What follows belongs to an exercise in optimizing a design on an open flow for small area; a production flow would make more cautious choices.
At most, simulation tests tie the RTL to the original design; equivalence was not proved.
Function not checked in run 1: the RTL went through the layout flow alone.

==> flow/design.v, too long to show whole: its modules and the start of the top module <==
// module fir: 1309 lines
// module aoi222: 4 lines
// module aoi22: 3 lines
// module fa: 4 lines
// module audio_lpf: 12 lines
module audio_lpf (
    input  wire               clk,
    input  wire               rst_n,
    input  wire               valid_in,
    input  wire signed [31:0] x_in,
    output wire               valid_out,
    output wire signed [31:0] y_out
);
  // ...
==> flow/flow/run.sh <==
#!/bin/bash
# Own flow: the standard layout (standard.sh, unchanged synthesis and steps),
# with the I/O port buffers that global placement inserts made from the
# smallest buffer cell, sky130_fd_sc_hd__buf_1, instead of the default choice.
# Each ORFS step keeps its full log under orfs/logs/; this script's own output
# goes to flow_run.log in the work folder.
set -euo pipefail
exec > >(tee -a flow_run.log) 2>&1
echo "run.sh: $(date -u) in $(pwd)"
bash standard.sh "BUFFER_PORTS_ARGS=-buffer_cell sky130_fd_sc_hd__buf_1" finish
echo "run.sh: done $(date -u)"
==> flow/standard.sh <==
#!/bin/bash
# synth_recipe.tcl (not shown) runs the flow's synth.tcl, then flattens the netlist and writes it again
# the make line also repeats each setting of config.mk as NAME=value (left out here)
make -C /OpenROAD-flow-scripts/flow DESIGN_CONFIG=/design/flow/config.mk WORK_HOME=/design/flow/orfs CLKGATE_MAP_FILE= SYNTH_SCRIPT=/design/flow/synth_recipe.tcl "${@:-finish}"
==> flow/config.mk <==
export PLATFORM = sky130hd
export DESIGN_NAME = audio_lpf
export DESIGN_NICKNAME = audio_lpf
export VERILOG_FILES = /design/flow/design.v
export SDC_FILE = /design/flow/constraint.sdc
export NUM_CORES = 4
export LEC_CHECK = 0
export CAP_MARGIN = 20
export CORE_MARGIN = 2
export CORE_UTILIZATION = 40
export SLEW_MARGIN = 20
export SYNTH_HIERARCHICAL = 1
==> flow/constraint.sdc <==
create_clock -name core_clock -period 10.0 [get_ports {clk}]
set_input_delay 2.0000 -clock core_clock [delete_from_list [all_inputs] [get_ports {clk}]]
set_output_delay 2.0000 -clock core_clock [all_outputs]
set_load 0.01 [all_outputs]
==> reports/metrics.sh, run 1 <==
MAX-CLOCK-PATH-BUFFERS=2
AREA_USED_BY_MULTI_INPUT_COMBINATIONAL_LOGIC_SQ_MM=0.0101
WORSTSETUPENDPOINTTYPE='flip-flop'
WORST_PATH_MOST_REPEATED_CELL='sky130_fd_sc_hd__fa_1'
OUTCOME='complete, no violations'
DRC=0
NUM-CLOCK-BUFFERS=10
CP_NUM_CELLS=17
PLACE_WORST_SETUP_SLACK_NS=0.902
CTS.SINK_COUNT=83
WORST_R2R_PATH_DEPTH=18
WORST-PATH-BUF-INV=2
GRT_PASS1_VIAS=11341
CRIT_START='valid_in'
SETUP_VIOL=0
FIN_SKEW_NS=0.00959
TRACK_USAGE_PCT=24.9
MIN_PATH_TYPE='reg -> reg'
FINALCRITPERIODSHARE_PCT=88.0
DP_CELLS=1649
ASYNC_S_R_FF_SHARE_SYNTH_PCT=6.02
CORE-AREA_SQ_MM=0.0313
FINAL_PERIOD_MINUS_WORST_SETUP_SLACK_NS=8.80
CTSRESIZECOUNT=0
POST-SYNTH-TOP-AREA-CELL='sky130_fd_sc_hd__fa_1'
SEQ_CELLS=83
WORST_REG2REG_PATH_STARTPOINT='u_fir_lpr.ph[2]'
CTS_POST_SETUP_BUFFERS_INSERTED=0
LAYOUT.CELLS.MOST_COMMON='sky130_fd_sc_hd__fa_1'
PATH_CLK_SLEW_NS=0.07
DOMINANT_COMBINATIONAL_CELL_FAMILY_BY_AREA_AFTER_SYNTHESIS='adder cells'
CTS_TREE='built'
==> run 2, diff against run 1 <==
--- a/flow/design.v
+++ b/flow/design.v
@@ -806,51 +806,51 @@
     wire n1032, n1033;
     wire n1034, n1035;
     wire n1036, n1037;
     wire n1038, n1039;
     wire n1040, n1041;
     wire n1042, n1043;
     wire n1044, n1045;
     wire n1046 = n931 ^ n930 ^ n1045;
-    wire n1047 = acc0[0] ^ pl0;
+    wire n1047;
     wire n1048 = acc0[0] | pl0;
-    wire n1049 = acc0[1] ^ n1048;
+    wire n1049;
     wire n1050 = acc0[1] | n1048;
-    wire n1051 = acc0[2] ^ n1050;
+    wire n1051;
     wire n1052 = acc0[2] | n1050;
-    wire n1053 = acc0[3] ^ n1052;
+    wire n1053;
     wire n1054 = acc0[3] | n1052;
-    wire n1055 = acc0[4] ^ n1054;
+    wire n1055;
     wire n1056 = acc0[4] | n1054;
-    wire n1057 = acc0[5] ^ n1056;
+    wire n1057;
     wire n1058 = acc0[5] | n1056;
-    wire n1059 = acc0[6] ^ n1058;
+    wire n1059;
     wire n1060 = acc0[6] | n1058;
-    wire n1061 = acc0[7] ^ n1060;
+    wire n1061;
     wire n1062 = acc0[7] | n1060;
-    wire n1063 = acc0[8] ^ n1062;
+    wire n1063;
     wire n1064 = acc0[8] | n1062;
-    wire n1065 = acc0[9] ^ n1064;
+    wire n1065;
     wire n1066 = acc0[9] | n1064;
     wire n1067, n1068;
     wire n1069 = ~n1067;
-    wire n1070 = acc0[11] ^ n1068;
+    wire n1070;
     wire n1071 = acc0[11] | n1068;
-    wire n1072 = acc0[12] ^ n1071;
+    wire n1072;
     wire n1073 = acc0[12] | n1071;
-    wire n1074 = acc0[13] ^ n1073;
+    wire n1074;
     wire n1075 = acc0[13] | n1073;
-    wire n1076 = acc0[14] ^ n1075;
+    wire n1076;
     wire n1077 = acc0[14] | n1075;
-    wire n1078 = acc0[15] ^ n1077;
+    wire n1078;
     wire n1079 = acc0[15] | n1077;
-    wire n1080 = acc0[16] ^ n1079;
+    wire n1080;
     wire n1081 = acc0[16] | n1079;
-    wire n1082 = acc0[17] ^ n1081;
+    wire n1082;
     wire n1083 = acc0[17] | n1081;
     wire n1084 = acc0[18] ^ n1083;
     aoi222 u_bn6 (.a1(n1), .a2(xv[1]), .b1(n2), .b2(xn[1]), .c1(n3), .c2(xn[0]), .y(n6));
     aoi222 u_bn7 (.a1(n1), .a2(xv[2]), .b1(n2), .b2(xn[2]), .c1(n3), .c2(xn[1]), .y(n7));
     aoi222 u_bn8 (.a1(n1), .a2(xv[3]), .b1(n2), .b2(xn[3]), .c1(n3), .c2(xn[2]), .y(n8));
     aoi222 u_bn9 (.a1(n1), .a2(xv[4]), .b1(n2), .b2(xn[4]), .c1(n3), .c2(xn[3]), .y(n9));
     aoi222 u_bn10 (.a1(n1), .a2(xv[5]), .b1(n2), .b2(xn[5]), .c1(n3), .c2(xn[4]), .y(n10));
     aoi222 u_bn11 (.a1(n1), .a2(xv[6]), .b1(n2), .b2(xn[6]), .c1(n3), .c2(xn[5]), .y(n11));
@@ -1269,17 +1269,34 @@
     fa u_fa267 (.a(n894), .b(n914), .c(n927), .s(n1030), .co(n1031));
     fa u_fa268 (.a(n893), .b(n1025), .c(n1030), .s(n1032), .co(n1033));
     fa u_fa269 (.a(n1027), .b(n1032), .c(n1029), .s(n1034), .co(n1035));
     fa u_fa270 (.a(n928), .b(n933), .c(n936), .s(n1036), .co(n1037));
     fa u_fa271 (.a(n1031), .b(n1036), .c(n1033), .s(n1038), .co(n1039));
     fa u_fa272 (.a(n916), .b(n929), .c(n915), .s(n1040), .co(n1041));
     fa u_fa273 (.a(n1037), .b(n1040), .c(n1039), .s(n1042), .co(n1043));
     fa u_fa274 (.a(n937), .b(n1041), .c(n1043), .s(n1044), .co(n1045));
+    xor2c u_xo1 (.a(acc0[0]), .b(pl0), .y(n1047));
+    xor2c u_xo2 (.a(acc0[1]), .b(n1048), .y(n1049));
+    xor2c u_xo3 (.a(acc0[2]), .b(n1050), .y(n1051));
+    xor2c u_xo4 (.a(acc0[3]), .b(n1052), .y(n1053));
+    xor2c u_xo5 (.a(acc0[4]), .b(n1054), .y(n1055));
+    xor2c u_xo6 (.a(acc0[5]), .b(n1056), .y(n1057));
+    xor2c u_xo7 (.a(acc0[6]), .b(n1058), .y(n1059));
+    xor2c u_xo8 (.a(acc0[7]), .b(n1060), .y(n1061));
+    xor2c u_xo9 (.a(acc0[8]), .b(n1062), .y(n1063));
+    xor2c u_xo10 (.a(acc0[9]), .b(n1064), .y(n1065));
     fa u_fa275 (.a(acc0[10]), .b(n1066), .c(pm0), .s(n1067), .co(n1068));
+    xor2c u_xo11 (.a(acc0[11]), .b(n1068), .y(n1070));
+    xor2c u_xo12 (.a(acc0[12]), .b(n1071), .y(n1072));
+    xor2c u_xo13 (.a(acc0[13]), .b(n1073), .y(n1074));
+    xor2c u_xo14 (.a(acc0[14]), .b(n1075), .y(n1076));
+    xor2c u_xo15 (.a(acc0[15]), .b(n1077), .y(n1078));
+    xor2c u_xo16 (.a(acc0[16]), .b(n1079), .y(n1080));
+    xor2c u_xo17 (.a(acc0[17]), .b(n1081), .y(n1082));
     assign nxt0 = {n216, n214, n212, n210, n208, n206, n204, n202, n198, n194, n188, n182, n176, n170, n164, n158, n152, n146, n140};
     assign nxt1 = {n535, n533, n531, n529, n527, n523, n519, n513, n507, n499, n491, n481, n471, n461, n451, n441, n431, n421, n411};
     assign nxt2 = {n850, n848, n846, n844, n840, n836, n830, n824, n816, n808, n798, n788, n778, n768, n758, n748, n738, n728};
     assign nxt3 = {n1046, n1044, n1042, n1038, n1034, n1028, n1022, n1016, n1010, n1004, n998, n992, n986, n980};
     always @(posedge clk) begin
         acc0 <= nxt0;
         pl0  <= n135;
         pm0  <= n195;
@@ -1309,16 +1326,22 @@
 endmodule
 module aoi222 (input wire a1, input wire a2, input wire b1, input wire b2,
                input wire c1, input wire c2, output wire y);
     assign y = ~((a1 & a2) | (b1 & b2) | (c1 & c2));
 endmodule
 module aoi22 (input wire a1, input wire a2, input wire b1, input wire b2, output wire y);
     assign y = ~((a1 & a2) | (b1 & b2));
 endmodule
+module xnor2c (input wire a, input wire b, output wire y);
+    assign y = ~(a ^ b);
+endmodule
+module xor2c (input wire a, input wire b, output wire y);
+    assign y = a ^ b;
+endmodule
 module fa (input wire a, input wire b, input wire c, output wire s, output wire co);
     assign s  = a ^ b ^ c;
     assign co = (a & b) | (a & c) | (b & c);
 endmodule
 module audio_lpf (
     input  wire               clk,
     input  wire               rst_n,
     input  wire               valid_in,
==> flow/config.mk (replaced) <==
export PLATFORM = sky130hd
export DESIGN_NAME = audio_lpf
export DESIGN_NICKNAME = audio_lpf
export VERILOG_FILES = /design/flow/design.v
export SDC_FILE = /design/flow/constraint.sdc
export NUM_CORES = 4
export LEC_CHECK = 0
export CAP_MARGIN = 0
export CELL_PAD_IN_SITES_DETAIL_PLACEMENT = 1
export CELL_PAD_IN_SITES_GLOBAL_PLACEMENT = 1
export CORE_MARGIN = 2
export CORE_UTILIZATION = 40
export CTS_BUF_LIST = sky130_fd_sc_hd__clkbuf_8
export SLEW_MARGIN = 0
export SYNTH_HIERARCHICAL = 1
==> reports/metrics.sh, run 2 <==
PATH_CLK_SLEW_NS=0.09  # was 0.07 ns
INSERTEDDIODECOUNT=0  # was 1
YS_DOMINANT_REG_CELL='sky130_fd_sc_hd__dfxtp_1'  # unchanged
PORTBUFFERS=51  # unchanged
SYNTHADDERAREAFRAC_PCT=45.0  # was 46.1%
MAX-CLOCK-PATH-BUFFERS=2  # unchanged
FINAL_LAYOUT_SIZE_SUFFIX_GT1_SHARE_PCT=7.97  # was 7.21%
FIN_SKEW_NS=0.0157  # was 0.00959 ns
IO_PINS=68  # unchanged
PLACEDINSTANCEAREA_SQ_MM=0.0132  # about the same
CRITPATHSLOWESTCELL='sky130_fd_sc_hd__buf_1'  # was sky130_fd_sc_hd__fa_1
OUTCOME='complete, no violations'  # unchanged
CP_CELL_SEQUENCE='buf_1 > nand2_1 > inv_1 > a222oi_1 > fa_1 > fa_1 > fa_1 > fa_1 > fa_1 > fa_1 > fa_1 > fa_1 > fa_1 > fa_1 > fa_1 > fa_1 > fa_1'  # unchanged
ASYNC_S_R_FF_SHARE_SYNTH_PCT=6.02  # unchanged
GRT_ANTENNA_BEFORE_REPAIR=0  # was 1
AREA_DELTA_SYNTH_FINAL_PCT=6.99  # was 6.92%
WORSTSETUPENDPOINTTYPE='flip-flop'  # unchanged
FP.DIEW_UM=181  # was 182 um
SYN_NETS=1551  # was 1571
CTS_BUFFERS=9  # unchanged
TOTAL_OF_MAX_CAP_VIOLATIONS=0  # unchanged
DRT_FIRST_ITER_VIOLATIONS=1600  # was 2158
FLOORPLAN.DIE.HEIGHT_UM=181  # was 182 um
FINAL-SEQ-AREA_SQ_MM=0.00169  # unchanged
GRT_PASS1_WL_MM=70.3  # was 64.2 mm
CRITICAL_PATH.MAX_STAGE_DELAY_NS=0.70  # was 0.56 ns
YOSYS_WARNINGS=7  # unchanged
FINALCRITPERIODSHARE_PCT=91.8  # was 88.0%
VIAS_PER_CELL=6.49  # was 6.56
YOSYS.CELL_COUNT.TOP_TYPE='sky130_fd_sc_hd__fa_1'  # unchanged
SLEW_VIOL_FINAL=0  # unchanged
TRACK_USAGE_PCT=27.7  # was 24.9%
CTSRESIZECOUNT=0  # unchanged
FINAL_PERIOD_MINUS_WORST_SETUP_SLACK_NS=9.18  # was 8.80 ns
CTS_POST_SETUP_BUFFERS_INSERTED=0  # unchanged
MIN_PATH_TYPE='reg -> reg'  # unchanged
HOLD_SLACK_NS=0.632  # was 0.633 ns
CORE-AREA_SQ_MM=0.0307  # was 0.0313 sq mm
POSTSYNTHREGISTERBITS=83  # unchanged
CTS.SINK_COUNT=83  # unchanged
SYNTH_CELL_TYPE_COUNT=55  # was 60
TIMING.FINAL.HOLD_VIOLATIONS=0  # unchanged
AREA_USED_BY_MULTI_INPUT_COMBINATIONAL_LOGIC_SQ_MM=0.0101  # about the same
WORSTMARGINPINSLEW_NS=0.969  # was 1.04 ns
SETUP_VIOL=0  # unchanged
SYNTH_XOR_XNOR_AREA_SHARE_PCT=1.89  # was 0.763%
FINAL_WIRELENGTH_MM=44.2  # was 40.3 mm
CTS.HOLD.BUFFERS_ADDED=0  # unchanged
VIAS=10805  # was 10928
SYN-INSTANCE-COUNT=1234  # was 1237
SYNTH.AREA.MUX_SHARE_PCT=0.489  # was 0.723%
MOSTFREQUENTLAYOUTCELLS='sky130_fd_sc_hd__fa_1 (275), sky130_fd_sc_hd__nand2_1 (163), sky130_fd_sc_hd__a222oi_1 (155), sky130_fd_sc_hd__o21ai_0 (103), sky130_fd_sc_hd__dfxtp_1 (78)'  # was sky130_fd_sc_hd__fa_1 (275), sky130_fd_sc_hd__a222oi_1 (154), sky130_fd_sc_hd__nand2_1 (144), sky130_fd_sc_hd__o21ai_0 (108), sky130_fd_sc_hd__dfxtp_1 (78)
WORST_PATH_MOST_REPEATED_CELL='sky130_fd_sc_hd__fa_1'  # unchanged
DIEAREA_SQ_MM=0.0328  # was 0.0330 sq mm
MAXSLEWHEADROOM_PCT=35.4  # was 30.2%
CLOCK_LATENCY_NS=0.40  # was 0.36 ns
FINAL_CORE_UTIL_PCT=43.6  # was 43.1%
FILLERS=3484  # was 2958
STARTING_UTILIZATION_OF_THE_CORE_AREA_PCT=40.8  # was 40.4%
WIRE_LENGTH_PER_CELL_AFTER_DETAILED_ROUTING_UM=26.6  # was 24.2 um
CP_MAX_FO=12  # was 14
PATH_CLASS='in -> reg'  # unchanged
SYNTH_TOP_CELL_AREA_SHARE_PCT=43.9  # was 43.6%
POSTLAYOUTSETUPSLACKWORST_NS=0.822  # was 1.20 ns
SYNTH_AREA_SQ_MM=0.0125  # was 0.0126 sq mm
BIGGESTREGSBYFLOPS='u_fir_lpr.acc0 (19), u_fir_lpr.acc1 (19), u_fir_lpr.acc2 (18)'  # unchanged
SYNTH.YOSYS.SEQ_AREA_SHARE_PCT=13.5  # was 13.4%
MAX_CLOCK_FREQ_MHz=109  # was 114 MHz
WORSTPATHARRIVAL_NS=9.45  # was 9.04 ns
CRITPATHREQUIREDTIME_NS=10.28  # was 10.24 ns
SYNTH-EDFF-COUNT=0  # unchanged
LAYOUT.CELLS.MOST_COMMON='sky130_fd_sc_hd__fa_1'  # unchanged
STDCELL_COUNT=1664  # was 1666
GRT_OVERFLOW=0  # unchanged
CTS_TREE='built'  # unchanged
RSZ_0062_RAISED_AFTER_GLOBAL_ROUTING='false'  # unchanged
AVGSYNTHCELLAREA_SQ_UM=10.2  # about the same
SYNTH_TOP_CELLS_BY_AREA='sky130_fd_sc_hd__fa_1 (44%), sky130_fd_sc_hd__dfxtp_1 (12%), sky130_fd_sc_hd__a222oi_1 (12%)'  # unchanged
PLACEMENT_ROWS=64  # was 65
FINAL_DESIGN_AREA_NO_FILL_SQ_MM=0.0134  # was 0.0135 sq mm
GPL.FINAL_WEIGHTED_CONGESTION=0.873  # was 0.940
PLACE_WORST_SETUP_SLACK_NS=0.558  # was 0.902 ns
DRT_FIRST_PASS_ITERS=14  # was 12
DP_CELLS=1648  # was 1649
TNS_NS=0  # unchanged
PLACE_HPWL_MM=32.6  # was 28.8 mm
DESIGN.FINAL.NETS=1580  # was 1592
POST_SYNTHESIS_COMPOUND_GATE_AREA_FRACTION_PCT=23.7  # was 24.1%
CRITPATHLAUNCHTYPE='input port'  # unchanged
MOST_USED_STANDARD_CELLS_IN_THE_SYNTHESIZED_NETLIST='sky130_fd_sc_hd__fa_1 (275), sky130_fd_sc_hd__nand2_1 (165), sky130_fd_sc_hd__a222oi_1 (155)'  # was sky130_fd_sc_hd__fa_1 (275), sky130_fd_sc_hd__a222oi_1 (154), sky130_fd_sc_hd__nand2_1 (146)
SYNTH-SIMPLE-AREA-SHARE_PCT=9.69  # was 8.37%
GRT_PASS1_VIAS=11858  # was 11341
ANT_NETS=0  # unchanged
DRC=0  # unchanged
DOMINANT_COMBINATIONAL_CELL_FAMILY_BY_AREA_AFTER_SYNTHESIS='adder cells'  # unchanged
CTS.ROOT.BUFFER_CELL='sky130_fd_sc_hd__clkbuf_8'  # was sky130_fd_sc_hd__clkbuf_16
POST-SYNTH-TOP-AREA-CELL='sky130_fd_sc_hd__fa_1'  # unchanged
GRT_MAX_DEGREE=40  # was 45
CLOCK_TREE.HTREE_LEVEL_COUNT=3  # unchanged
[run 2: cell count changes in the layout (fill, tap and decap cells not counted), moves of 5 or more]
cell,delta
sky130_fd_sc_hd__or3_1,+7
sky130_fd_sc_hd__maj3_1,+5
sky130_fd_sc_hd__o21ai_0,-5
sky130_fd_sc_hd__xor2_1,+17
sky130_fd_sc_hd__or2_2,+6
sky130_fd_sc_hd__ha_1,-17
sky130_fd_sc_hd__buf_4,+8
sky130_fd_sc_hd__inv_1,-17
sky130_fd_sc_hd__clkbuf_8,+11
sky130_fd_sc_hd__nand2_1,+19
sky130_fd_sc_hd__clkbuf_16,-9
[run 2: final timing paths]
kind	depth (start not counted)	endpoint	slack (ns)	start
worst max-delay path	17	u_fir_lpr.acc1[9]	0.82	valid_in
worst min-delay path	3	u_fir_lpr.acc2[17]	0.63	u_fir_lpr.acc2[17]
worst max register to register	19	u_fir_lpr.acc1[9]	1.64	u_fir_lpr.ph[2]
worst min register to register	3	u_fir_lpr.acc2[17]	0.63	u_fir_lpr.acc2[17]
max in group asynchronous	1	u_fir_lpr.first	8.20	rst_n
min in group asynchronous	1	u_fir_lpr.valid_out	1.48	rst_n
[run 2: kinds of logic (layout without fill, tap and decap cells)]
kind of cell,Yosys count,count (layout)
adder cells (fa/ha/maj),287,287
AND/OR/NAND/NOR,279,279
multiplexers,6,6
flip-flops,83,83
XOR/XNOR,27,27
buffers and inverters,157,191
AO/OA/AOI/OAI,395,395
[run 2: Yosys stat by module, one instance, submodules excluded, excerpt]
| module | flip-flops and latches | times used | area [sq um] |
|---|---|---|---|
| fir | 83 | 1 | 5360 |
| xor2c | 0 | 17 | 8.76 |
| fa | 0 | 275 | 20.0 |
| aoi222 | 0 | 152 | 10.0 |
[run 2: routing by layer]
| layer | part of all wire [%] | track usage (%) | vias to the layer above |
|---|---|---|---|
| met5 | 0 | 0 | - |
| met4 | 2.1 | 7.35 | 0 |
| met3 | 8.6 | 5.26 | 48 |
| met2 | 46 | 44.5 | 541 |
| met1 | 44 | 38.7 | 5607 |
| li1 | - | - | 4609 |
[run 2: layout make-up]
type	instances	share of cell area (%)
multi-input cells	994	75.6
flip-flops and latches	83	12.6
repair buffers	115	5.01
well taps	396	3.70
inverters	60	1.68
clock buffers	11	1.13
clock inverters	5	0.261
[run 2: worst max-delay path, delay by kind of cell]
family / cells / cell delay (ns)
adder cells (fa/ha/maj): 13 / 5.54
AND/OR/NAND/NOR: 1 / 0.64
AO/OA/AOI/OAI: 1 / 0.18
buffers and inverters: 2 / 1.07
==> run 3, diff against run 2 <==
--- a/flow/config.mk
+++ b/flow/config.mk
@@ -7,3 +7,3 @@
 export LEC_CHECK = 0
-export CAP_MARGIN = 0
+export CAP_MARGIN = 20
 export CELL_PAD_IN_SITES_DETAIL_PLACEMENT = 1
@@ -13,3 +13,4 @@
 export CTS_BUF_LIST = sky130_fd_sc_hd__clkbuf_8
-export SLEW_MARGIN = 0
+export GPL_TIMING_DRIVEN = 0
+export SLEW_MARGIN = 20
 export SYNTH_HIERARCHICAL = 1
==> reports/metrics.sh, run 3 <==
OUTCOME='complete, no violations'  # unchanged
INSERTEDDIODECOUNT=0  # unchanged
TRACK_USAGE_PCT=29.6  # was 27.7%
CTS_POST_SETUP_BUFFERS_INSERTED=0  # unchanged
DIEAREA_SQ_MM=0.0328  # unchanged
VIAS_PER_CELL=6.45  # was 6.49
FP.DIEW_UM=181  # unchanged
WORST_R2R_PATH_DEPTH=19  # unchanged
PATH_CLASS='in -> reg'  # unchanged
AVGSYNTHCELLAREA_SQ_UM=10.2  # unchanged
WORSTSETUPENDPOINTTYPE='flip-flop'  # unchanged
ANT_NETS=0  # unchanged
POSTSYNTHREGISTERBITS=83  # unchanged
WORST_REG2REG_PATH_STARTPOINT='u_fir_lpr.ph[2]'  # unchanged
SYN-INSTANCE-COUNT=1234  # unchanged
FINAL_WIRELENGTH_MM=46.7  # was 44.2 mm
MIN_PATH_TYPE='reg -> reg'  # unchanged
DRT_FIRST_PASS_ITERS=14  # unchanged
AREA_DELTA_SYNTH_FINAL_PCT=8.25  # was 6.99%
DESIGN.FINAL.NETS=1617  # was 1580
MAXSLEWHEADROOM_PCT=25.8  # was 35.4%
BIGGESTREGSBYFLOPS='u_fir_lpr.acc0 (19), u_fir_lpr.acc1 (19), u_fir_lpr.acc2 (18)'  # unchanged
R2R_SETUP_SLACK_NS=1.20  # was 1.64 ns
SYNTH.YOSYS.SEQ_AREA_SHARE_PCT=13.5  # unchanged
FINAL_LAYOUT_SIZE_SUFFIX_GT1_SHARE_PCT=7.36  # was 7.97%
CTSRESIZECOUNT=0  # unchanged
FIN_SKEW_NS=0.0143  # was 0.0157 ns
ASYNC_S_R_FF_SHARE_SYNTH_PCT=6.02  # unchanged
PATH_CLK_SLEW_NS=0.09  # about the same
SYNTH_TOP_CELLS_BY_AREA='sky130_fd_sc_hd__fa_1 (44%), sky130_fd_sc_hd__dfxtp_1 (12%), sky130_fd_sc_hd__a222oi_1 (12%)'  # unchanged
CP_MAX_FO=20  # was 12
TIMING.FINAL.HOLD_VIOLATIONS=0  # unchanged
DRC=0  # unchanged
VIAS=10971  # was 10805
PLACE_HPWL_MM=34.5  # was 32.6 mm
GPL.FINAL_WEIGHTED_CONGESTION=0.849  # was 0.873
DRT_FIRST_ITER_VIOLATIONS=1967  # was 1600
WORSTMARGINPINSLEW_NS=1.11  # was 0.969 ns
PLACEMENT_ROWS=64  # unchanged
CLOCK_TREE.HTREE_LEVEL_COUNT=3  # unchanged
AREA_USED_BY_MULTI_INPUT_COMBINATIONAL_LOGIC_SQ_MM=0.0101  # about the same
WIRE_LENGTH_PER_CELL_AFTER_DETAILED_ROUTING_UM=27.5  # was 26.6 um
CRITPATHREQUIREDTIME_NS=10.28  # about the same
FINAL_DESIGN_AREA_NO_FILL_SQ_MM=0.0136  # was 0.0134 sq mm
FILLERS=3495  # was 3484
CRITPATHLAUNCHTYPE='input port'  # unchanged
CTS.HOLD.BUFFERS_ADDED=0  # unchanged
GRT_PASS1_VIAS=12103  # was 11858
MOST_USED_STANDARD_CELLS_IN_THE_SYNTHESIZED_NETLIST='sky130_fd_sc_hd__fa_1 (275), sky130_fd_sc_hd__nand2_1 (165), sky130_fd_sc_hd__a222oi_1 (155)'  # unchanged
YOSYS.CELL_COUNT.TOP_TYPE='sky130_fd_sc_hd__fa_1'  # unchanged
FLOORPLAN.DIE.HEIGHT_UM=181  # unchanged
CRIT_START='valid_in'  # unchanged
GRT_OVERFLOW=0  # unchanged
POST-SYNTH-TOP-AREA-CELL='sky130_fd_sc_hd__fa_1'  # unchanged
STARTING_UTILIZATION_OF_THE_CORE_AREA_PCT=40.8  # unchanged
CLOCK_LATENCY_NS=0.40  # about the same
IO_PINS=68  # unchanged
WORST_R2R_ENDPOINT='u_fir_lpr.acc2[9]'  # was u_fir_lpr.acc1[9]
SLEW_VIOL_FINAL=0  # unchanged
WORSTPATHARRIVAL_NS=9.51  # was 9.45 ns
SYN_NETS=1551  # unchanged
RSZ_0062_RAISED_AFTER_GLOBAL_ROUTING='false'  # unchanged
CTS_BUFFERS=9  # unchanged
GRT_ANTENNA_BEFORE_REPAIR=0  # unchanged
PLACEDINSTANCEAREA_SQ_MM=0.0133  # was 0.0132 sq mm
YOSYS_WARNINGS=7  # unchanged
MAX-CLOCK-PATH-BUFFERS=2  # unchanged
SYNTH-EDFF-COUNT=0  # unchanged
MOSTFREQUENTLAYOUTCELLS='sky130_fd_sc_hd__fa_1 (275), sky130_fd_sc_hd__nand2_1 (165), sky130_fd_sc_hd__a222oi_1 (155), sky130_fd_sc_hd__o21ai_0 (103), sky130_fd_sc_hd__dfxtp_1 (78)'  # was sky130_fd_sc_hd__fa_1 (275), sky130_fd_sc_hd__nand2_1 (163), sky130_fd_sc_hd__a222oi_1 (155), sky130_fd_sc_hd__o21ai_0 (103), sky130_fd_sc_hd__dfxtp_1 (78)
FINALCRITPERIODSHARE_PCT=92.3  # was 91.8%
MAX_CLOCK_FREQ_MHz=108  # was 109 MHz
FINAL_PERIOD_MINUS_WORST_SETUP_SLACK_NS=9.23  # was 9.18 ns
CTS.ROOT.BUFFER_CELL='sky130_fd_sc_hd__clkbuf_8'  # unchanged
MIN_PATH_CELLS=3  # unchanged
FINAL-SEQ-AREA_SQ_MM=0.00169  # unchanged
PORTBUFFERS=50  # was 51
SYNTH_TOP_CELL_AREA_SHARE_PCT=43.9  # unchanged
CTS.SINK_COUNT=83  # unchanged
LAYOUT.CELLS.MOST_COMMON='sky130_fd_sc_hd__fa_1'  # unchanged
CORE-AREA_SQ_MM=0.0307  # unchanged
SYNTH_AREA_SQ_MM=0.0125  # unchanged
CTS_TREE='built'  # unchanged
SYNTH_CELL_TYPE_COUNT=55  # unchanged
GRT_MAX_DEGREE=39  # was 40
SETUP_VIOL=0  # unchanged
GRT_PASS1_WL_MM=73.7  # was 70.3 mm
YS_DOMINANT_REG_CELL='sky130_fd_sc_hd__dfxtp_1'  # unchanged
TOTAL_OF_MAX_CAP_VIOLATIONS=0  # unchanged
CP_CAPTURE_POINT='u_fir_lpr.acc1[9]'  # unchanged
==> run 3: cell counts after synthesis <==
Identical to the previous run, type by type.
==> run 3: cell type report <==
type	instances	share of cell area [%]
Buffer	97	3.78
Clock buffer	9	0.913
Multi-Input combinational cell	994	74.8
Timing Repair Buffer	55	1.99
Tap cell	396	3.65
Clock inverter	7	0.747
Sequential cell	83	12.4
Inverter	60	1.66
==> run 3: worst min-delay path by stage <==
stage	to	from
floorplan	u_fir_lpr.ph[0]	u_fir_lpr.ph[0]
global placement	u_fir_lpr.acc1[18]	u_fir_lpr.acc1[18]
detailed placement	u_fir_lpr.acc2[17]	u_fir_lpr.acc2[17]
CTS	u_fir_lpr.acc2[17]	u_fir_lpr.acc2[17]
global route	u_fir_lpr.acc2[17]	u_fir_lpr.acc2[17]
finish	u_fir_lpr.acc2[17]	u_fir_lpr.acc2[17]
==> run 3: modules after synthesis (local to each module, per instance), a selection <==
module / cells inside / copies in the design
aoi222: 1 / 152
fa: 1 / 275
fir: 790 / 1
xor2c: 1 / 17
==> run 3: kinds of logic (layout without fill, tap and decap cells) <==
group | Yosys count | in the layout | share of synthesized area (%)
AOI/OAI and AO/OA | 395 | 395 | 23.7
DFF | 83 | 83 | 13.5
buffers and inverters | 157 | 228 | 5.69
xor gates and xnor gates | 27 | 27 | 1.89
adders and majority gates | 287 | 287 | 45.0
and+or+nand+nor | 279 | 279 | 9.69
muxes | 6 | 6 | 0.489
==> run 3: stage by stage <==
| step | TNS, ns | setup WS [ns] | util, % | instances | hold WS, ns |
|---|---|---|---|---|---|
| after CTS | 0 | 0.906 | 44.1 | 1701 | 0.654 |
| after floorplan | 0 | 0.654 | - | 1234 | 0.565 |
| final | 0 | 0.773 | 44.1 | 1701 | 0.646 |
| after detailed placement | 0 | 0.479 | 43.3 | 1685 | 0.630 |
| after global routing | 0 | 0.600 | 44.1 | 1701 | 0.686 |
| after global placement | -15.43 | -1.23 | 43.0 | 1680 | 0.607 |
==> run 3: worst max-delay path, cell delays in order <==
cell and delay, ns:
sky130_fd_sc_hd__buf_2 0.31, sky130_fd_sc_hd__clkbuf_1 0.49, sky130_fd_sc_hd__nand2_1 0.18, sky130_fd_sc_hd__inv_1 0.71
sky130_fd_sc_hd__a222oi_1 0.28, sky130_fd_sc_hd__fa_1 0.58, sky130_fd_sc_hd__fa_1 0.44, sky130_fd_sc_hd__fa_1 0.43
sky130_fd_sc_hd__fa_1 0.44, sky130_fd_sc_hd__fa_1 0.40, sky130_fd_sc_hd__fa_1 0.40, sky130_fd_sc_hd__fa_1 0.41
sky130_fd_sc_hd__fa_1 0.42, sky130_fd_sc_hd__fa_1 0.40, sky130_fd_sc_hd__fa_1 0.40, sky130_fd_sc_hd__fa_1 0.39
sky130_fd_sc_hd__fa_1 0.39, sky130_fd_sc_hd__fa_1 0.43
==> run 3: routing by layer <==
| metal | share of wire [%] | global-route usage, % |
|---|---|---|
| met1 | 43 | 41.4 |
| met2 | 44 | 46.0 |
| met3 | 9.4 | 6.27 |
| met4 | 3.3 | 9.89 |
| met5 | 0 | 0 |
==> run 4, diff against run 3 <==
--- a/flow/config.mk
+++ b/flow/config.mk
@@ -13,3 +13,2 @@
 export CTS_BUF_LIST = sky130_fd_sc_hd__clkbuf_8
-export GPL_TIMING_DRIVEN = 0
 export SLEW_MARGIN = 20
==> reports/metrics.sh, run 4 <==
WORST_R2R_ENDPOINT='u_fir_lpr.acc1[9]'  # was u_fir_lpr.acc2[9]
PORTBUFFERS=51  # was 50
DRT_FIRST_PASS_ITERS=14  # unchanged
CLOCK_LATENCY_NS=0.40  # about the same
PLACE_HPWL_MM=32.6  # was 34.5 mm
SYNTH_TOP_CELL_AREA_SHARE_PCT=43.9  # unchanged
SYNTH_CELL_TYPE_COUNT=55  # unchanged
PATH_CLK_SLEW_NS=0.09  # about the same
MAX_CLOCK_FREQ_MHz=109  # was 108 MHz
CLOCK_TREE.HTREE_LEVEL_COUNT=3  # unchanged
IO_PINS=68  # unchanged
DRT_FIRST_ITER_VIOLATIONS=1600  # was 1967
MAX-CLOCK-PATH-BUFFERS=2  # unchanged
YS_DOMINANT_REG_CELL='sky130_fd_sc_hd__dfxtp_1'  # unchanged
CTS.ROOT.BUFFER_CELL='sky130_fd_sc_hd__clkbuf_8'  # unchanged
HIGHEST_LAYER_USED_FOR_SIGNAL_ROUTING='met4'  # unchanged
WORST_R2R_PATH_DEPTH=19  # unchanged
TIMING.FINAL.HOLD_VIOLATIONS=0  # unchanged
CP_MAX_FO=12  # was 20
GRT_MAX_DEGREE=40  # was 39
SLEW_VIOL_FINAL=0  # unchanged
DP_CELLS=1648  # was 1685
MIN_PATH_CELLS=3  # unchanged
POSTSYNTHREGISTERBITS=83  # unchanged
WHS_ENDPOINT='u_fir_lpr.acc2[17]'  # unchanged
FINAL_PERIOD_MINUS_WORST_SETUP_SLACK_NS=9.18  # was 9.23 ns
STARTING_UTILIZATION_OF_THE_CORE_AREA_PCT=40.8  # unchanged
ANT_NETS=0  # unchanged
TNS_NS=0  # unchanged
CTS_POST_SETUP_BUFFERS_INSERTED=0  # unchanged
GRT_ANTENNA_BEFORE_REPAIR=0  # unchanged
AREA_DELTA_SYNTH_FINAL_PCT=6.99  # was 8.25%
SYN_NETS=1551  # unchanged
PATH_CLASS='in -> reg'  # unchanged
FINAL_CORE_UTIL_PCT=43.6  # was 44.1%
GRT_PASS1_WL_MM=70.3  # was 73.7 mm
DRT-MET1-WL_MM=19.3  # was 20.0 mm
DESIGN.FINAL.NETS=1580  # was 1617
CTSRESIZECOUNT=0  # unchanged
MIN_PATH_TYPE='reg -> reg'  # unchanged
FILLERS=3484  # was 3495
TOTAL_OF_MAX_CAP_VIOLATIONS=0  # unchanged
YOSYS_WARNINGS=7  # unchanged
VIAS=10805  # was 10971
SYNTH.YOSYS.SEQ_AREA_SHARE_PCT=13.5  # unchanged
SYNTH_TOP_CELLS_BY_AREA='sky130_fd_sc_hd__fa_1 (44%), sky130_fd_sc_hd__dfxtp_1 (12%), sky130_fd_sc_hd__a222oi_1 (12%)'  # unchanged
GRT_PASS1_VIAS=11858  # was 12103
INSERTEDDIODECOUNT=0  # unchanged
WORST-PATH-BUF-INV=2  # was 3
FINAL_LAYOUT_SIZE_SUFFIX_GT1_SHARE_PCT=7.97  # was 7.36%
CTS_BUFFERS=9  # unchanged
R2R_SETUP_SLACK_NS=1.64  # was 1.20 ns
TRACK_USAGE_PCT=27.7  # was 29.6%
WORSTPATHARRIVAL_NS=9.45  # was 9.51 ns
FINAL_WIRELENGTH_MM=44.2  # was 46.7 mm
MAXSLEWHEADROOM_PCT=35.4  # was 25.8%
CRITPATHREQUIREDTIME_NS=10.28  # about the same
CPLARGESTDELAYFAMILY='adder cells'  # unchanged
ASYNC_S_R_FF_SHARE_SYNTH_PCT=6.02  # unchanged
CORE-AREA_SQ_MM=0.0307  # unchanged
GRT_OVERFLOW=0  # unchanged
CRITPATHSLOWESTCELL='sky130_fd_sc_hd__buf_1'  # was sky130_fd_sc_hd__inv_1
POST-SYNTH-TOP-AREA-CELL='sky130_fd_sc_hd__fa_1'  # unchanged
SYN-INSTANCE-COUNT=1234  # unchanged
WIRE_LENGTH_PER_CELL_AFTER_DETAILED_ROUTING_UM=26.6  # was 27.5 um
PLACEMENT_ROWS=64  # unchanged
SETUP_VIOL=0  # unchanged
DRC=0  # unchanged
WORST_REG2REG_PATH_STARTPOINT='u_fir_lpr.ph[2]'  # unchanged
CP_CELL_SEQUENCE='buf_1 > nand2_1 > inv_1 > a222oi_1 > fa_1 > fa_1 > fa_1 > fa_1 > fa_1 > fa_1 > fa_1 > fa_1 > fa_1 > fa_1 > fa_1 > fa_1 > fa_1'  # was buf_2 > clkbuf_1 > nand2_1 > inv_1 > a222oi_1 > fa_1 > fa_1 > fa_1 > fa_1 > fa_1 > fa_1 > fa_1 > fa_1 > fa_1 > fa_1 > fa_1 > fa_1 > fa_1
BIGGESTREGSBYFLOPS='u_fir_lpr.acc0 (19), u_fir_lpr.acc1 (19), u_fir_lpr.acc2 (18)'  # unchanged
WORST_HOLD_STARTPOINT='u_fir_lpr.acc2[17]'  # unchanged
RSZ_0062_RAISED_AFTER_GLOBAL_ROUTING='false'  # unchanged
MOST_USED_STANDARD_CELLS_IN_THE_SYNTHESIZED_NETLIST='sky130_fd_sc_hd__fa_1 (275), sky130_fd_sc_hd__nand2_1 (165), sky130_fd_sc_hd__a222oi_1 (155)'  # unchanged
STDCELL_COUNT=1664  # was 1701
CTS.HOLD.BUFFERS_ADDED=0  # unchanged
CRITPATHLAUNCHTYPE='input port'  # unchanged
WL_MET3_MM=3.81  # was 4.40 mm
CTS.SINK_COUNT=83  # unchanged
VIAS_PER_CELL=6.49  # was 6.45
FP.DIEW_UM=181  # unchanged
WORSTSETUPENDPOINTTYPE='flip-flop'  # unchanged
FINALCRITPERIODSHARE_PCT=91.8  # was 92.3%
WORSTMARGINPINSLEW_NS=0.969  # was 1.11 ns
MOSTFREQUENTLAYOUTCELLS='sky130_fd_sc_hd__fa_1 (275), sky130_fd_sc_hd__nand2_1 (163), sky130_fd_sc_hd__a222oi_1 (155), sky130_fd_sc_hd__o21ai_0 (103), sky130_fd_sc_hd__dfxtp_1 (78)'  # was sky130_fd_sc_hd__fa_1 (275), sky130_fd_sc_hd__nand2_1 (165), sky130_fd_sc_hd__a222oi_1 (155), sky130_fd_sc_hd__o21ai_0 (103), sky130_fd_sc_hd__dfxtp_1 (78)
GPL.FINAL_WEIGHTED_CONGESTION=0.873  # was 0.849
FIN_SKEW_NS=0.0157  # was 0.0143 ns
LAYOUT.CELLS.MOST_COMMON='sky130_fd_sc_hd__fa_1'  # unchanged
FLOORPLAN.DIE.HEIGHT_UM=181  # unchanged
DETAILED_ROUTED_WIRE_LENGTH_ON_MET2_MM=20.2  # was 20.8 mm
CRITICAL_PATH.MAX_STAGE_DELAY_NS=0.70  # was 0.71 ns
SYNTH-EDFF-COUNT=0  # unchanged
OUTCOME='complete, no violations'  # unchanged
DIEAREA_SQ_MM=0.0328  # unchanged
CTS_TREE='built'  # unchanged
WORST_PATH_MOST_REPEATED_CELL='sky130_fd_sc_hd__fa_1'  # unchanged
SYNTH_AREA_SQ_MM=0.0125  # unchanged
YOSYS.CELL_COUNT.TOP_TYPE='sky130_fd_sc_hd__fa_1'  # unchanged
AVGSYNTHCELLAREA_SQ_UM=10.2  # unchanged
## run 4: cell counts after synthesis
Identical to the previous run, type by type.
## run 4: through the flow
stage / cell area, sq um / hold WS [ns] / setup slack (ns)
finish: 13400 / 0.632 / 0.822
global route: 13400 / 0.676 / 0.617
CTS: 13400 / 0.646 / 1.00
detailed placement: 13200 / 0.622 / 0.558
global placement: 13200 / 0.612 / 0.576
floorplan: 12500 / 0.565 / 0.654
## run 4: per-layer routing
metal / vias to the layer above / global-route usage [%]
met1: 5607 / 38.7
met5: - / 0
li1: 4609 / -
met3: 48 / 5.26
met2: 541 / 44.5
met4: 0 / 7.35
## run 4: layout make-up
class,instances,area [sq um],area share (%)
timing repair buffer,115,672,5.01
inverter,60,225,1.68
sequential,83,1690,12.6
multi-input combinational,994,10100,75.6
tap,396,495,3.70
clock inverter,5,35.0,0.261
clock buffer,11,151,1.13
## run 4: worst max path at each step
stage / from / to / slack [ns] / cells after the start
6_report: valid_in / u_fir_lpr.acc1[9] / 0.82 / 17
5_1_grt: valid_in / u_fir_lpr.acc2[9] / 0.62 / 17
4_1_cts: valid_in / u_fir_lpr.acc2[9] / 1.00 / 17
3_5_place_dp: valid_in / u_fir_lpr.acc2[9] / 0.56 / 17
3_3_place_gp: valid_in / u_fir_lpr.acc1[9] / 0.58 / 17
2_1_floorplan: valid_in / u_fir_lpr.acc1[9] / 0.65 / 17
## run 4: Yosys stat by module, one instance, submodules excluded, a selection
module	copies in the design	cell area [sq um]
aoi222	152	10.0
fa	275	20.0
fir	1	5360
xor2c	17	8.76
## run 4: worst reg2reg max path: cells and delay by family (launching register included)
kind / cells / cell delay [ns]
buf+inv: 3 / 0.86
fa+ha+maj: 14 / 5.92
compound gates: 1 / 0.43
simple gates: 1 / 0.15
flops: 1 / 0.87
## run 4: cell families after synthesis
logic type	share of synthesized area, %
xor gates and xnor gates	1.89
adders and majority gates	45.0
buffers and inverters	5.69
DFF	13.5
and+or+nand+nor	9.69
muxes	0.489
AOI/OAI and AO/OA	23.7
==> run 5, diff against run 4 <==
--- a/flow/config.mk
+++ b/flow/config.mk
@@ -13,2 +13,3 @@
 export CTS_BUF_LIST = sky130_fd_sc_hd__clkbuf_8
+export PLACE_DENSITY = 0.75
 export SLEW_MARGIN = 20
==> reports/metrics.sh, run 5 <==
STARTING_UTILIZATION_OF_THE_CORE_AREA_PCT=40.8  # unchanged
SYNTH_AREA_SQ_MM=0.0125  # unchanged
OUTCOME='complete, no violations'  # unchanged
MIN_PATH_TYPE='reg -> reg'  # unchanged
DRT_FIRST_PASS_ITERS=13  # was 14
FINAL_LAYOUT_SIZE_SUFFIX_GT1_SHARE_PCT=7.38  # was 7.97%
GRT_OVERFLOW=0  # unchanged
TOTAL_OF_MAX_CAP_VIOLATIONS=0  # unchanged
AVGSYNTHCELLAREA_SQ_UM=10.2  # unchanged
TIMING.FINAL.HOLD_VIOLATIONS=0  # unchanged
FP.DIEW_UM=181  # unchanged
CTS_POST_SETUP_BUFFERS_INSERTED=0  # unchanged
IO_PINS=68  # unchanged
PLACEDINSTANCEAREA_SQ_MM=0.0132  # about the same
PATH_CLK_SLEW_NS=0.10  # was 0.09 ns
CLOCK_TREE.HTREE_LEVEL_COUNT=3  # unchanged
POSTLAYOUTSETUPSLACKWORST_NS=1.14  # was 0.822 ns
CTS_TREE='built'  # unchanged
CTSRESIZECOUNT=0  # unchanged
CP_CELL_SEQUENCE='buf_1 > buf_4 > nand2_1 > inv_1 > a222oi_1 > fa_1 > fa_1 > fa_1 > fa_1 > fa_1 > fa_1 > fa_1 > fa_1 > fa_1 > fa_1 > fa_1 > fa_1 > fa_1'  # was buf_1 > nand2_1 > inv_1 > a222oi_1 > fa_1 > fa_1 > fa_1 > fa_1 > fa_1 > fa_1 > fa_1 > fa_1 > fa_1 > fa_1 > fa_1 > fa_1 > fa_1
WIRE_LENGTH_PER_CELL_AFTER_DETAILED_ROUTING_UM=25.5  # was 26.6 um
FINAL_WIRELENGTH_MM=42.2  # was 44.2 mm
PORTBUFFERS=51  # unchanged
CTS.HOLD.BUFFERS_ADDED=0  # unchanged
SYNTH_CELL_TYPE_COUNT=55  # unchanged
CRITICAL_PATH.MAX_STAGE_DELAY_NS=0.60  # was 0.70 ns
FILLERS=3443  # was 3484
YOSYS_WARNINGS=7  # unchanged
ANT_NETS=0  # unchanged
MAX-CLOCK-PATH-BUFFERS=2  # unchanged
SYNTH_TOP_CELLS_BY_AREA='sky130_fd_sc_hd__fa_1 (44%), sky130_fd_sc_hd__dfxtp_1 (12%), sky130_fd_sc_hd__a222oi_1 (12%)'  # unchanged
CLOCK_LATENCY_NS=0.40  # about the same
FINAL_DESIGN_AREA_NO_FILL_SQ_MM=0.0134  # about the same
SYNTH.YOSYS.SEQ_AREA_SHARE_PCT=13.5  # unchanged
GRT_MAX_DEGREE=40  # unchanged
AREA_USED_BY_MULTI_INPUT_COMBINATIONAL_LOGIC_SQ_MM=0.0101  # unchanged
VIAS=11060  # was 10805
GRT_ANTENNA_BEFORE_REPAIR=0  # unchanged
CPLARGESTDELAYFAMILY='adder cells'  # unchanged
WORSTMARGINPINSLEW_NS=1.01  # was 0.969 ns
SYN-INSTANCE-COUNT=1234  # unchanged
ASYNC_S_R_FF_SHARE_SYNTH_PCT=6.02  # unchanged
CRITPATHSLOWESTCELL='sky130_fd_sc_hd__fa_1'  # was sky130_fd_sc_hd__buf_1
WORST-PATH-BUF-INV=3  # was 2
LAYOUT.CELLS.MOST_COMMON='sky130_fd_sc_hd__fa_1'  # unchanged
GRT_PASS1_WL_MM=68.1  # was 70.3 mm
DRT_FIRST_ITER_VIOLATIONS=2103  # was 1600
FINAL_PERIOD_MINUS_WORST_SETUP_SLACK_NS=8.86  # was 9.18 ns
INSERTEDDIODECOUNT=0  # unchanged
PLACE_WORST_SETUP_SLACK_NS=0.857  # was 0.558 ns
CORE-AREA_SQ_MM=0.0307  # unchanged
SLEW_VIOL_FINAL=0  # unchanged
TNS_NS=0  # unchanged
SYNTH_TOP_CELL_AREA_SHARE_PCT=43.9  # unchanged
AREA_DELTA_SYNTH_FINAL_PCT=6.89  # was 6.99%
BIGGESTREGSBYFLOPS='u_fir_lpr.acc0 (19), u_fir_lpr.acc1 (19), u_fir_lpr.acc2 (18)'  # unchanged
VIAS_PER_CELL=6.67  # was 6.49
POST-SYNTH-TOP-AREA-CELL='sky130_fd_sc_hd__fa_1'  # unchanged
GPL.FINAL_WEIGHTED_CONGESTION=0.898  # was 0.873
MAX_CLOCK_FREQ_MHz=113  # was 109 MHz
MOSTFREQUENTLAYOUTCELLS='sky130_fd_sc_hd__fa_1 (275), sky130_fd_sc_hd__nand2_1 (163), sky130_fd_sc_hd__a222oi_1 (155), sky130_fd_sc_hd__o21ai_0 (103), sky130_fd_sc_hd__dfxtp_1 (78)'  # unchanged
CTS_BUFFERS=9  # unchanged
PLACE_HPWL_MM=30.5  # was 32.6 mm
DIEAREA_SQ_MM=0.0328  # unchanged
DESIGN.FINAL.NETS=1573  # was 1580
RSZ_0062_RAISED_AFTER_GLOBAL_ROUTING='false'  # unchanged
WORSTPATHARRIVAL_NS=9.14  # was 9.45 ns
FINALCRITPERIODSHARE_PCT=88.6  # was 91.8%
FIN_SKEW_NS=0.0207  # was 0.0157 ns
PATH_CLASS='in -> reg'  # unchanged
MAXSLEWHEADROOM_PCT=32.5  # was 35.4%
DRC=0  # unchanged
CRITPATHREQUIREDTIME_NS=10.28  # about the same
CP_MAX_FO=27  # was 12
MOST_USED_STANDARD_CELLS_IN_THE_SYNTHESIZED_NETLIST='sky130_fd_sc_hd__fa_1 (275), sky130_fd_sc_hd__nand2_1 (165), sky130_fd_sc_hd__a222oi_1 (155)'  # unchanged
CRITPATHLAUNCHTYPE='input port'  # unchanged
SYN_NETS=1551  # unchanged
YS_DOMINANT_REG_CELL='sky130_fd_sc_hd__dfxtp_1'  # unchanged
WORSTSETUPENDPOINTTYPE='flip-flop'  # unchanged
GRT_PASS1_VIAS=11993  # was 11858
FINAL-SEQ-AREA_SQ_MM=0.00169  # unchanged
CTS.ROOT.BUFFER_CELL='sky130_fd_sc_hd__clkbuf_8'  # unchanged
SETUP_VIOL=0  # unchanged
POSTSYNTHREGISTERBITS=83  # unchanged
YOSYS.CELL_COUNT.TOP_TYPE='sky130_fd_sc_hd__fa_1'  # unchanged
WORST_PATH_MOST_REPEATED_CELL='sky130_fd_sc_hd__fa_1'  # unchanged
FLOORPLAN.DIE.HEIGHT_UM=181  # unchanged
SYNTH-EDFF-COUNT=0  # unchanged
CTS.SINK_COUNT=83  # unchanged
PLACEMENT_ROWS=64  # unchanged
TRACK_USAGE_PCT=26.2  # was 27.7%
==> run 5: per-module statistics from Yosys (local to each module, per instance), excerpt <==
module / cell area [sq um] / flip-flops and latches / cells
fir: 5360 / 83 / 790
fa: 20.0 / 0 / 1
aoi222: 10.0 / 0 / 1
xor2c: 8.76 / 0 / 1
==> run 5: final cells by class <==
cell class              instances  area share [%]
flip-flops and latches         83            12.6
inverters                      60            1.68
repair buffers                108            4.62
multi-input cells             994            75.7
well taps                     396            3.70
clock buffers                  10            1.03
clock inverters                 6           0.663
==> run 5: worst reg2reg max path, cell delays in order (launching register included) <==
cell	delay (ns)
sky130_fd_sc_hd__dfrtp_1	0.47
sky130_fd_sc_hd__inv_1	0.18
sky130_fd_sc_hd__ha_1	0.67
sky130_fd_sc_hd__nand2_1	0.37
sky130_fd_sc_hd__nand3b_1	0.84
sky130_fd_sc_hd__a222oi_1	0.31
sky130_fd_sc_hd__fa_1	0.57
sky130_fd_sc_hd__fa_1	0.43
sky130_fd_sc_hd__fa_1	0.43
sky130_fd_sc_hd__fa_1	0.45
sky130_fd_sc_hd__fa_1	0.40
sky130_fd_sc_hd__fa_1	0.40
sky130_fd_sc_hd__fa_1	0.42
sky130_fd_sc_hd__fa_1	0.40
sky130_fd_sc_hd__fa_1	0.41
sky130_fd_sc_hd__fa_1	0.39
sky130_fd_sc_hd__fa_1	0.39
sky130_fd_sc_hd__fa_1	0.39
sky130_fd_sc_hd__fa_1	0.43
==> run 5: worst paths after layout <==
path | from | endpoint | slack [ns] | cells after the start
worst max register to register | u_fir_lpr.ph[1] | u_fir_lpr.acc2[9] | 1.52 | 18
min in group asynchronous | rst_n | u_fir_lpr.valid_out | 1.49 | 1
worst max-delay path | valid_in | u_fir_lpr.acc2[9] | 1.14 | 18
worst min register to register | u_fir_lpr.acc2[17] | u_fir_lpr.acc2[17] | 0.64 | 3
worst min-delay path | u_fir_lpr.acc2[17] | u_fir_lpr.acc2[17] | 0.64 | 3
max in group asynchronous | rst_n | u_fir_lpr.first | 8.17 | 1
==> run 5: through the flow <==
step	utilization [%]	instances	hold slack, ns
final	43.6	1657	0.639
after global routing	43.6	1657	0.702
after CTS	43.6	1657	0.652
after detailed placement	42.8	1641	0.630
after global placement	42.8	1641	0.614
after floorplan	-	1234	0.565
==> run 5: cell families (layout without fill, tap and decap cells) <==
kind of cell,Yosys count,count (layout),share of synthesized area (%)
flip-flops,83,83,13.5
XOR/XNOR,27,27,1.89
buffers and inverters,157,184,5.69
adder cells (fa/ha/maj),287,287,45.0
AND/OR/NAND/NOR,279,279,9.69
AO/OA/AOI/OAI,395,395,23.7
multiplexers,6,6,0.489
==> run 5: layer usage <==
| metal | GRT usage (%) | part of all wire (%) |
|---|---|---|
| met1 | 34.9 | 39 |
| met4 | 10.9 | 4.0 |
| met5 | 0 | 0 |
| met3 | 5.64 | 10 |
| met2 | 41.7 | 46 |
==> run 6, diff against run 5 <==
--- a/flow/config.mk
+++ b/flow/config.mk
@@ -12,4 +12,3 @@
 export CORE_UTILIZATION = 40
-export CTS_BUF_LIST = sky130_fd_sc_hd__clkbuf_8
-export PLACE_DENSITY = 0.75
+export CTS_BUF_LIST = sky130_fd_sc_hd__clkbuf_4 sky130_fd_sc_hd__clkbuf_16
 export SLEW_MARGIN = 20
==> reports/metrics.sh, run 6 <==
OUTCOME='complete, no violations'  # unchanged
FINAL_PERIOD_MINUS_WORST_SETUP_SLACK_NS=9.18  # was 8.86 ns
PLACEMENT_ROWS=64  # unchanged
GRT_MAX_DEGREE=40  # unchanged
SYN_NETS=1551  # unchanged
MOSTFREQUENTLAYOUTCELLS='sky130_fd_sc_hd__fa_1 (275), sky130_fd_sc_hd__nand2_1 (163), sky130_fd_sc_hd__a222oi_1 (155), sky130_fd_sc_hd__o21ai_0 (103), sky130_fd_sc_hd__dfxtp_1 (78)'  # unchanged
WORSTMARGINPINSLEW_NS=0.938  # was 1.01 ns
WORSTPATHARRIVAL_NS=9.42  # was 9.14 ns
MAX-CLOCK-PATH-BUFFERS=2  # unchanged
BIGGESTREGSBYFLOPS='u_fir_lpr.acc0 (19), u_fir_lpr.acc1 (19), u_fir_lpr.acc2 (18)'  # unchanged
SYN-INSTANCE-COUNT=1234  # unchanged
SYNTH_AREA_SQ_MM=0.0125  # unchanged
FINALCRITPERIODSHARE_PCT=91.8  # was 88.6%
FLOORPLAN.DIE.HEIGHT_UM=181  # unchanged
GRT_PASS1_WL_MM=70.4  # was 68.1 mm
YOSYS.CELL_COUNT.TOP_TYPE='sky130_fd_sc_hd__fa_1'  # unchanged
CTSRESIZECOUNT=0  # unchanged
SYNTH-EDFF-COUNT=0  # unchanged
CTS_POST_SETUP_BUFFERS_INSERTED=0  # unchanged
CORE-AREA_SQ_MM=0.0307  # unchanged
PATH_CLK_SLEW_NS=0.06  # was 0.10 ns
PLACE_HPWL_MM=32.6  # was 30.5 mm
ASYNC_S_R_FF_SHARE_SYNTH_PCT=6.02  # unchanged
WIRE_LENGTH_PER_CELL_AFTER_DETAILED_ROUTING_UM=26.5  # was 25.5 um
POSTSYNTHREGISTERBITS=83  # unchanged
STDCELL_COUNT=1664  # was 1657
CTS.ROOT.BUFFER_CELL='sky130_fd_sc_hd__clkbuf_16'  # was sky130_fd_sc_hd__clkbuf_8
INSERTEDDIODECOUNT=0  # unchanged
SYNTH_TOP_CELL_AREA_SHARE_PCT=43.9  # unchanged
WORST_PATH_MOST_REPEATED_CELL='sky130_fd_sc_hd__fa_1'  # unchanged
DRT_FIRST_ITER_VIOLATIONS=1644  # was 2103
SYNTH_TOP_CELLS_BY_AREA='sky130_fd_sc_hd__fa_1 (44%), sky130_fd_sc_hd__dfxtp_1 (12%), sky130_fd_sc_hd__a222oi_1 (12%)'  # unchanged
GRT_ANTENNA_BEFORE_REPAIR=0  # unchanged
R2R_SETUP_SLACK_NS=1.67  # was 1.52 ns
POST-SYNTH-TOP-AREA-CELL='sky130_fd_sc_hd__fa_1'  # unchanged
CRITICAL_PATH.MAX_STAGE_DELAY_NS=0.67  # was 0.60 ns
STARTING_UTILIZATION_OF_THE_CORE_AREA_PCT=40.8  # unchanged
TRACK_USAGE_PCT=27.7  # was 26.2%
YOSYS_WARNINGS=7  # unchanged
FINAL_LAYOUT_SIZE_SUFFIX_GT1_SHARE_PCT=7.81  # was 7.38%
TIMING.FINAL.HOLD_VIOLATIONS=0  # unchanged
MOST_USED_STANDARD_CELLS_IN_THE_SYNTHESIZED_NETLIST='sky130_fd_sc_hd__fa_1 (275), sky130_fd_sc_hd__nand2_1 (165), sky130_fd_sc_hd__a222oi_1 (155)'  # unchanged
CP_MAX_FO=12  # was 27
RSZ_0062_RAISED_AFTER_GLOBAL_ROUTING='false'  # unchanged
GRT_OVERFLOW=0  # unchanged
SYNTH.YOSYS.SEQ_AREA_SHARE_PCT=13.5  # unchanged
CTS.HOLD.BUFFERS_ADDED=0  # unchanged
DRC=0  # unchanged
WORSTSETUPENDPOINTTYPE='flip-flop'  # unchanged
PORTBUFFERS=51  # unchanged
HOLD_SLACK_NS=0.628  # was 0.639 ns
MIN_PATH_TYPE='reg -> reg'  # unchanged
TOTAL_OF_MAX_CAP_VIOLATIONS=0  # unchanged
CRITPATHSLOWESTCELL='sky130_fd_sc_hd__buf_1'  # was sky130_fd_sc_hd__fa_1
IO_PINS=68  # unchanged
CLOCK_TREE.HTREE_LEVEL_COUNT=3  # unchanged
FP.DIEW_UM=181  # unchanged
DRT_FIRST_PASS_ITERS=12  # was 13
TNS_NS=0  # unchanged
DESIGN.FINAL.NETS=1580  # was 1573
YS_DOMINANT_REG_CELL='sky130_fd_sc_hd__dfxtp_1'  # unchanged
DIEAREA_SQ_MM=0.0328  # unchanged
DP_CELLS=1648  # was 1641
CP_CELL_SEQUENCE='buf_1 > nand2_1 > inv_1 > a222oi_1 > fa_1 > fa_1 > fa_1 > fa_1 > fa_1 > fa_1 > fa_1 > fa_1 > fa_1 > fa_1 > fa_1 > fa_1 > fa_1'  # was buf_1 > buf_4 > nand2_1 > inv_1 > a222oi_1 > fa_1 > fa_1 > fa_1 > fa_1 > fa_1 > fa_1 > fa_1 > fa_1 > fa_1 > fa_1 > fa_1 > fa_1 > fa_1
ANT_NETS=0  # unchanged
MAXSLEWHEADROOM_PCT=37.5  # was 32.5%
MAX_CLOCK_FREQ_MHz=109  # was 113 MHz
LAYOUT.CELLS.MOST_COMMON='sky130_fd_sc_hd__fa_1'  # unchanged
FINAL_WIRELENGTH_MM=44.2  # was 42.2 mm
FIN_SKEW_NS=0.00788  # was 0.0207 ns
AREA_DELTA_SYNTH_FINAL_PCT=7.64  # was 6.89%
GPL.FINAL_WEIGHTED_CONGESTION=0.873  # was 0.898
SYNTH_CELL_TYPE_COUNT=55  # unchanged
GRT_PASS1_VIAS=11862  # was 11993
AVGSYNTHCELLAREA_SQ_UM=10.2  # unchanged
CTS_BUFFERS=9  # unchanged
SETUP_VIOL=0  # unchanged
CTS.SINK_COUNT=83  # unchanged
CRITPATHREQUIREDTIME_NS=10.24  # was 10.28 ns
VIAS_PER_CELL=6.46  # was 6.67
CTS_TREE='built'  # unchanged
SLEW_VIOL_FINAL=0  # unchanged
PATH_CLASS='in -> reg'  # unchanged
CLOCK_LATENCY_NS=0.36  # was 0.40 ns
CRITPATHLAUNCHTYPE='input port'  # unchanged
VIAS=10754  # was 11060
run 6: changes by cell type in the layout (fill, tap and decap cells not counted), sizes merged:
cell and delta:
buf +7, bufinv -2, clkbuf -1, clkinv +3
run 6: worst max-delay path: cells and delay by family:
kind / cells / cell delay, ns
adders and majority gates: 13 / 5.54
and+or+nand+nor: 1 / 0.64
buffers and inverters: 2 / 1.02
AOI/OAI and AO/OA: 1 / 0.18
run 6: modules after synthesis (local to each module, per instance), excerpt:
module	area [sq um]	cells
aoi222	10.0	1
fa	20.0	1
fir	5360	790
xor2c	8.76	1
run 6: final timing paths:
path / start / endpoint / cells past startpoint
max: valid_in / u_fir_lpr.acc1[9] / 17
min: u_fir_lpr.acc2[17] / u_fir_lpr.acc2[17] / 3
max reg2reg: u_fir_lpr.ph[2] / u_fir_lpr.acc1[9] / 19
min reg2reg: u_fir_lpr.acc2[17] / u_fir_lpr.acc2[17] / 3
max in group asynchronous: rst_n / u_fir_lpr.first / 1
min in group asynchronous: rst_n / u_fir_lpr.valid_out / 1
run 6: area by class of cell:
cell class              count  area [sq um]
fillers                  3481         17300
clock buffers               9           225
multi-input cells         994         10100
flip-flops and latches     83          1690
repair buffers            115           672
well taps                 396           495
inverters                  60           225
clock inverters             7          42.5
run 6: cells by family (layout without fill, tap and decap cells):
| family | after synthesis | count (layout) | share of synthesized area, % |
|---|---|---|---|
| compound gates | 395 | 395 | 23.7 |
| fa+ha+maj | 287 | 287 | 45.0 |
| simple gates | 279 | 279 | 9.69 |
| buf+inv | 157 | 191 | 5.69 |
| flops | 83 | 83 | 13.5 |
| xor+xnor | 27 | 27 | 1.89 |
| mux | 6 | 6 | 0.489 |
run 6: metal layers:
layer  GRT usage [%]  routed length, um  vias to the layer above
met5               0                  0                        -
li1                -                  -                     4615
met1            38.8              18800                     5536
met2            44.4              20200                      549
met3            5.12               4180                       54
met4            7.38                923                        0
run 6: metrics by stage:
stage          utilization [%]  worst slack [ns]  instance area [sq um]
2_1_floorplan                -             0.654                  12500
3_3_place_gp              43.0             0.576                  13200
3_5_place_dp              43.0             0.558                  13200
4_1_cts                   43.9             0.938                  13500
5_1_grt                   43.9             0.559                  13500
6_report                  43.9             0.818                  13500

-- separate check: timing with driven ports --
The flow's constraints put no driver on any port. The routed layouts listed below were extracted and timed again, unchanged, in two steps. Step 1 (the two cells are an assumption about what drives the block):
set clk [get_ports {clk}]
set_driving_cell -lib_cell sky130_fd_sc_hd__clkbuf_16 $clk
set_driving_cell -lib_cell sky130_fd_sc_hd__buf_2 [delete_from_list [all_inputs] $clk]
Step 2 also shifts input and output timing later by t, the mid clock arrival at the registers, as if the neighbouring blocks saw the same clock. a / b / c = ideal ports / drivers / drivers and shift; a / b = the first two.
| run | shift t [ns] | setup slack, ns | worst data-port slew with drivers (ns) |
|---|---|---|---|
| run 1 | 0.401 | 1.204 / 1.088 / 0.687 | 0.16 |
| run 2 | 0.440 | 0.822 / 0.836 / 0.397 | 0.04 |
| run 3 | 0.440 | 0.773 / 0.792 / 0.353 | 0.03 |
| run 4 | 0.440 | 0.822 / 0.836 / 0.397 | 0.04 |
| run 5 | 0.438 | 1.138 / 1.162 / 0.724 | 0.05 |
| run 6 | 0.409 | 0.818 / 0.836 / 0.427 | 0.04 |
After both steps every run listed still meets setup and hold. The setup slack of run 1, which loses most, moves by -0.116 ns with the drivers and by -0.517 ns with both steps.
